This design comes from an exercise in tuning for small area, a short achievable clock period and few clock cycles per item on the open sky130 flow, not from production work.
Where RTL was checked, it was by simulation tests only, not by an equivalence proof against the original.
Power is estimated from default activity; no workload was simulated.

## non_rest
module non_rest #(parameter n=16, s=16) (output wire [s-1:0] QUOTIENT, REMAINDER, output wire done,
    input wire [n-1:0] x, y, input wire clk, reset, start);
For scale: ~340 cells after synthesis, about 53 flip-flops, roughly 68 I/O pins, roughly 3300 um2 of cells after synthesis.
make LEC_CHECK=0 CAP_MARGIN=20 CORE_MARGIN=2 CORE_UTILIZATION=40 SETUP_SLACK_MARGIN=4.2 SLEW_MARGIN=20 finish   # period 6.0 ns
run.sh (not shown) runs the stock make flow with config.mk's settings and CLKGATE_MAP_FILE= SYNTH_SCRIPT=/design/flow/synth_recipe.tcl, a recipe that flattens the netlist after the stock synthesis.
Edit:
==> flow/flow/run.sh (new file) <==
#!/bin/bash
# Standard layout, with the port buffers made from buf_1 cells instead of the
# default choice; the resizer still upsizes any of them that timing needs.
set -euo pipefail
bash standard.sh "BUFFER_PORTS_ARGS=-buffer_cell sky130_fd_sc_hd__buf_1" finish > orfs_make.log 2>&1
==> flow/standard.sh (new file) <==
#!/bin/bash
# synth_recipe.tcl (not shown) runs the flow's synth.tcl, then flattens the netlist and writes it again
# the make line also repeats each setting of config.mk as NAME=value (left out here)
make -C /OpenROAD-flow-scripts/flow DESIGN_CONFIG=/design/flow/config.mk WORK_HOME=/design/flow/orfs CLKGATE_MAP_FILE= SYNTH_SCRIPT=/design/flow/synth_recipe.tcl "${@:-finish}"
Settings changed: SETUP_SLACK_MARGIN 4.2 to 3.5.
removed: flow/run.sh
Result:
- The new run finished with timing, DRC and antenna clean
- total power drops by 16%
- sequential cell count is unchanged
- cell count fell by 8.0%
- die area is unchanged
- worst setup slack got worse by 33 ps
Function was not checked in any run of this note: the RTL went through the layout flow alone.

========
non_rest, a different RTL version from the one above (not shown whole).
Size: ~340 cells after synthesis, roughly 53 flip-flops, about 68 I/O pins, ~3400 um2 of cells after synthesis.
export LEC_CHECK = 0
export CAP_MARGIN = 20
export CORE_MARGIN = 2
export CORE_UTILIZATION = 40
export SETUP_SLACK_MARGIN = 3.6
export SLEW_MARGIN = 20
create_clock -name core_clock -period 6.0 [get_ports {clk}]
standard.sh (not shown) runs the stock make flow with config.mk's settings and CLKGATE_MAP_FILE= SYNTH_SCRIPT=/design/flow/synth_recipe.tcl, a recipe that flattens the netlist after the stock synthesis.
==> flow/flow/run.sh <==
#!/bin/bash
# Standard layout, with the port buffers made from buf_1 cells instead of the
# default choice; the resizer still upsizes any of them that timing needs.
set -euo pipefail
bash standard.sh "BUFFER_PORTS_ARGS=-buffer_cell sky130_fd_sc_hd__buf_1" finish > orfs_make.log 2>&1
Testbench counts at the start, summed over its fixed seeds: cycles 19,649, divisions 1,600.
Rerun with:
CORE_UTILIZATION = 60   (was 40)
SETUP_SLACK_MARGIN = 3.5   (was 3.6)
The changed run completed with no timing, DRC or antenna violations.
Power decreases by 11%.
Setup slack improves by 0.0057 ns.
Cell area came out lower by 8.6%.
Core utilization climbs by 20 points.
Rerun with:
==> flow/flow/run.sh (replaced) <==
#!/bin/bash
# Standard layout, with the port buffers made from buf_1 cells instead of the
# default choice (the resizer still upsizes any of them that timing needs),
# and power recovery (downsizing gates off the critical paths) after global
# routing's timing repair.
set -euo pipefail
bash standard.sh "BUFFER_PORTS_ARGS=-buffer_cell sky130_fd_sc_hd__buf_1" "RECOVER_POWER=100" finish > orfs_make.log 2>&1
CORE_UTILIZATION = 40   (was 60)
The changed run completed with no timing, DRC or antenna violations.
Via count does not change.
Clock skew went down by 0.0042 ns.
Area after synthesis is unchanged.
Setup slack loses 1.1 ns.
Total power shrinks by a few percent.
Critical path depth is lower by 1.
Sequential share of layout area goes up by 1.1 points.
Fmax went down by a quarter to a third.
Rerun with:
==> flow/flow/run.sh (replaced) <==
#!/bin/bash
# Standard layout, with the port buffers made from buf_1 cells instead of the
# default choice; the resizer still upsizes any of them that timing needs.
set -euo pipefail
bash standard.sh "BUFFER_PORTS_ARGS=-buffer_cell sky130_fd_sc_hd__buf_1" finish > orfs_make.log 2>&1
SETUP_SLACK_MARGIN = 3.0   (was 3.5)
=>
- cell count hardly moves
- die area stays the same
- setup slack improved by 0.81 ns
- area after synthesis is unchanged
- design area goes down by about 1%
- global-route usage goes down by 0.68 points
- power goes down by about 1.4%
- combinational power goes down by about 2%
- maximum frequency goes up by about 30%
- routed wire length goes down by about 3%
- register-to-register slack improved by 0.18 ns

========
Starting RTL as in the previous note.
==> flow/config.mk <==
export PLATFORM = sky130hd
export DESIGN_NAME = non_rest
export DESIGN_NICKNAME = non_rest
export VERILOG_FILES = /design/flow/design.v
export SDC_FILE = /design/flow/constraint.sdc
export NUM_CORES = 4
export LEC_CHECK = 0
export CAP_MARGIN = 20
export CORE_MARGIN = 2
export CORE_UTILIZATION = 40
export SETUP_SLACK_MARGIN = 3.3
export SLEW_MARGIN = 20
==> flow/constraint.sdc <==
create_clock -name core_clock -period 6.0 [get_ports {clk}]
set_input_delay 1.2000 -clock core_clock [delete_from_list [all_inputs] [get_ports {clk}]]
set_output_delay 1.2000 -clock core_clock [all_outputs]
set_load 0.01 [all_outputs]
==> flow/flow/run.sh <==
#!/bin/bash
# Standard layout, with the port buffers made from buf_1 cells instead of the
# default choice; the resizer still upsizes any of them that timing needs.
set -euo pipefail
bash standard.sh "BUFFER_PORTS_ARGS=-buffer_cell sky130_fd_sc_hd__buf_1" finish > orfs_make.log 2>&1
Testbench counts at the start, summed over its fixed seeds: cycles 19,649, divisions 1,600.
Then changed:
--- a/flow/config.mk
+++ b/flow/config.mk
@@ -6,7 +6,8 @@
 export NUM_CORES = 4
 export LEC_CHECK = 0
+export ABC_AREA = 1
 export CAP_MARGIN = 20
 export CORE_MARGIN = 2
 export CORE_UTILIZATION = 40
-export SETUP_SLACK_MARGIN = 3.3
+export SETUP_SLACK_MARGIN = 3.5
 export SLEW_MARGIN = 20
Via count rises by 22%.
Hold slack gets better by 0.0048 ns.
First-iteration DRC count falls by 19%.
Sequential power falls by 3.6%.
Synthesized cell count rises by 44%.
Count of clock-buffer cells in the layout falls by 2.
Cell count rises by 33%.
Fmax rises by 12%.
Global-route usage rises by 1.1 points.
Non-clock buffer count rises by 8.
Then changed:
--- a/flow/config.mk
+++ b/flow/config.mk
@@ -6,8 +6,7 @@
 export NUM_CORES = 4
 export LEC_CHECK = 0
-export ABC_AREA = 1
 export CAP_MARGIN = 20
 export CORE_MARGIN = 2
 export CORE_UTILIZATION = 40
-export SETUP_SLACK_MARGIN = 3.5
+export SETUP_SLACK_MARGIN = 3.8
 export SLEW_MARGIN = 20
- The changed run produced a clean layout
- total power rose by 17%
- setup slack barely changes
- die area fell by 8.9%
- worst hold slack is worse by 0.011 ns
- cell count fell by 18%
- fmax barely changes
- cell area rose by 9.9%
- combinational power rose by 26%
- clock skew rose by 0.0065 ns
Then changed:
--- a/flow/config.mk
+++ b/flow/config.mk
@@ -9,4 +9,5 @@
 export CORE_MARGIN = 2
 export CORE_UTILIZATION = 40
-export SETUP_SLACK_MARGIN = 3.8
+export PLACE_DENSITY = 0.8
+export SETUP_SLACK_MARGIN = 3.5
 export SLEW_MARGIN = 20
=> The new run ran to the end with no violations. Non-clock buffer count goes down by 44. Final cell count decreases by 7.5%. Cell area decreases by 13%. Combinational power went down by 26%. Area after synthesis stays the same.

========
The RTL this note starts from:
==> flow/design.v <==
module non_rest #(parameter n=16, s=16) (output wire [s-1:0] QUOTIENT, REMAINDER, output wire done,
    input wire [n-1:0] x, y, input wire clk, reset, start);
    reg [15:0] Q, R, M;    
    reg [3:0]  cnt;        
    reg        fin;
    assign QUOTIENT  = Q;
    assign REMAINDER = R;
    assign done      = fin;
    wire        busy = |cnt;
    wire [16:0] T    = {R, Q[15]};
    wire [17:0] D    = {1'b0, T} - {2'b0, M};
    wire        qb   = ~D[17];
    wire y_le1 = ~|y[15:1];
    wire q0    = y_le1 & (~y[0] | x[15]);
    wire r0    = x[15] & ~(y_le1 & y[0]);
    wire c8 = |y[15:8];
    wire c4 = |y[15:4];
    always @(posedge clk, posedge reset)
        if (reset) begin
            cnt <= 4'd0; fin <= 1'b0;
        end else if (start) begin
            if (c8) begin cnt <= 4'd8; fin <= 1'b0; end
            else if (c4) begin cnt <= 4'd12; fin <= 1'b0; end
            else begin cnt <= 4'd15; fin <= 1'b0; end
        end else if (busy) begin
            cnt <= cnt - 4'd1;
            if (cnt == 4'd1) fin <= 1'b1;
        end
    always @(posedge clk)
        if (start) begin
            if (c8) begin R <= {8'd0, x[15:8]}; Q <= {x[7:0], 8'd0}; end
            else if (c4) begin R <= {12'd0, x[15:12]}; Q <= {x[11:0], 4'd0}; end
            else begin R <= {15'd0, r0}; Q <= {x[14:0], q0}; end
        end else if (busy) begin
            R <= qb ? D[15:0] : T[15:0];
            Q <= {Q[14:0], qb};
        end
    always @(posedge clk)
        if (!busy) M <= y;
endmodule
Settings: LEC_CHECK=0, CAP_MARGIN=20, CORE_MARGIN=2, CORE_UTILIZATION=50, SETUP_SLACK_MARGIN=3.5, SLEW_MARGIN=20; clock period 6.0 ns.
Scripts as last shown in full above: flow/flow/run.sh
The baseline finished clean.
Testbench counts at the start, summed over its fixed seeds: cycles 19,649, divisions 1,600.
Edit:
CORE_UTILIZATION = 40   (was 50)
Sequential cell count is unchanged.
Wire length grows by 9.5%.
Non-clock buffer count went up by 11.
Design area rises by 5.0%.
Via count rose by 4.0%.
Sequential power grows by about 0.6%.
Global-route usage is lower by 4.1 points.
Final cell count rose by 8.4%.
Maximum frequency drops by 1.0%.
Hold slack gains 0.033 ns.
Setup slack got worse by 0.025 ns.

========
non_rest, a different RTL version from the one above (not shown whole).
For scale: ~53 flip-flops, ~68 I/O pins.
clock: 6.0 ns
lec_check: 0
abc_area: 1
cap_margin: 20
core_margin: 2
core_utilization: 50
setup_slack_margin: 3.5
slew_margin: 20
Scripts as last shown in full above: flow/flow/run.sh
Testbench counts at the start, summed over its fixed seeds: cycles 18,501, divisions 1,600.
Edit:
ABC_AREA = unset   (was 1)
Final area decreases by 8.4%.
Clock-buffer cell count stays the same.
Power decreases by 3.6%.
First-iteration DRC count decreases by 40%.

## what the ideal ports hide
How much do the figures lean on ideal ports? The routed layouts below were timed once more, with nothing changed but the port constraints. Step 1 (the two cells are an assumption about what drives the block):
set clk [get_ports {clk}]
set_driving_cell -lib_cell sky130_fd_sc_hd__clkbuf_16 $clk
set_driving_cell -lib_cell sky130_fd_sc_hd__buf_2 [delete_from_list [all_inputs] $clk]
Step 2 times the ports against the registers' clock, not the clock port: input delays grow and output delays shrink by t, the midpoint of the rising clock arrivals with the driver on. a / b / c = ideal / step 1 / step 2; a / b = the first two.
run	t (ns)	setup WS [ns]	worst setup path after step 2
the first run of note 1	0.348	3.667 / 3.667 / 3.582	input to register
the second run of note 1	0.337	3.635 / 3.635 / 3.354	input to register
the first run of note 2	0.348	3.565 / 3.565 / 3.304	input to register
the second run of note 2	0.335	3.570 / 3.570 / 3.304	input to register
the third run of note 2	0.343	2.461 / 2.471 / 2.128	input to register
the fourth run of note 2	0.340	3.275 / 3.285 / 2.946	input to register
the first run of note 3	0.336	3.392 / 3.392 / 3.105	input to register
the second run of note 3	0.330	3.661 / 3.671 / 3.341	input to register
the third run of note 3	0.339	3.664 / 3.656 / 3.317	input to register
the fourth run of note 3	0.338	3.532 / 3.532 / 3.297	input to register
the first run of note 4	0.337	3.582 / 3.582 / 3.265	input to register
the second run of note 4	0.343	3.557 / 3.557 / 3.283	input to register
the first run of note 5	0.332	3.570 / 3.582 / 3.250	input to register
the second run of note 5	0.328	3.522 / 3.533 / 3.206	input to register
After both steps every run listed still meets setup and hold. The setup slack of the third run of note 3, which loses most, moves by -0.008 ns with the drivers and by -0.347 ns with both steps.
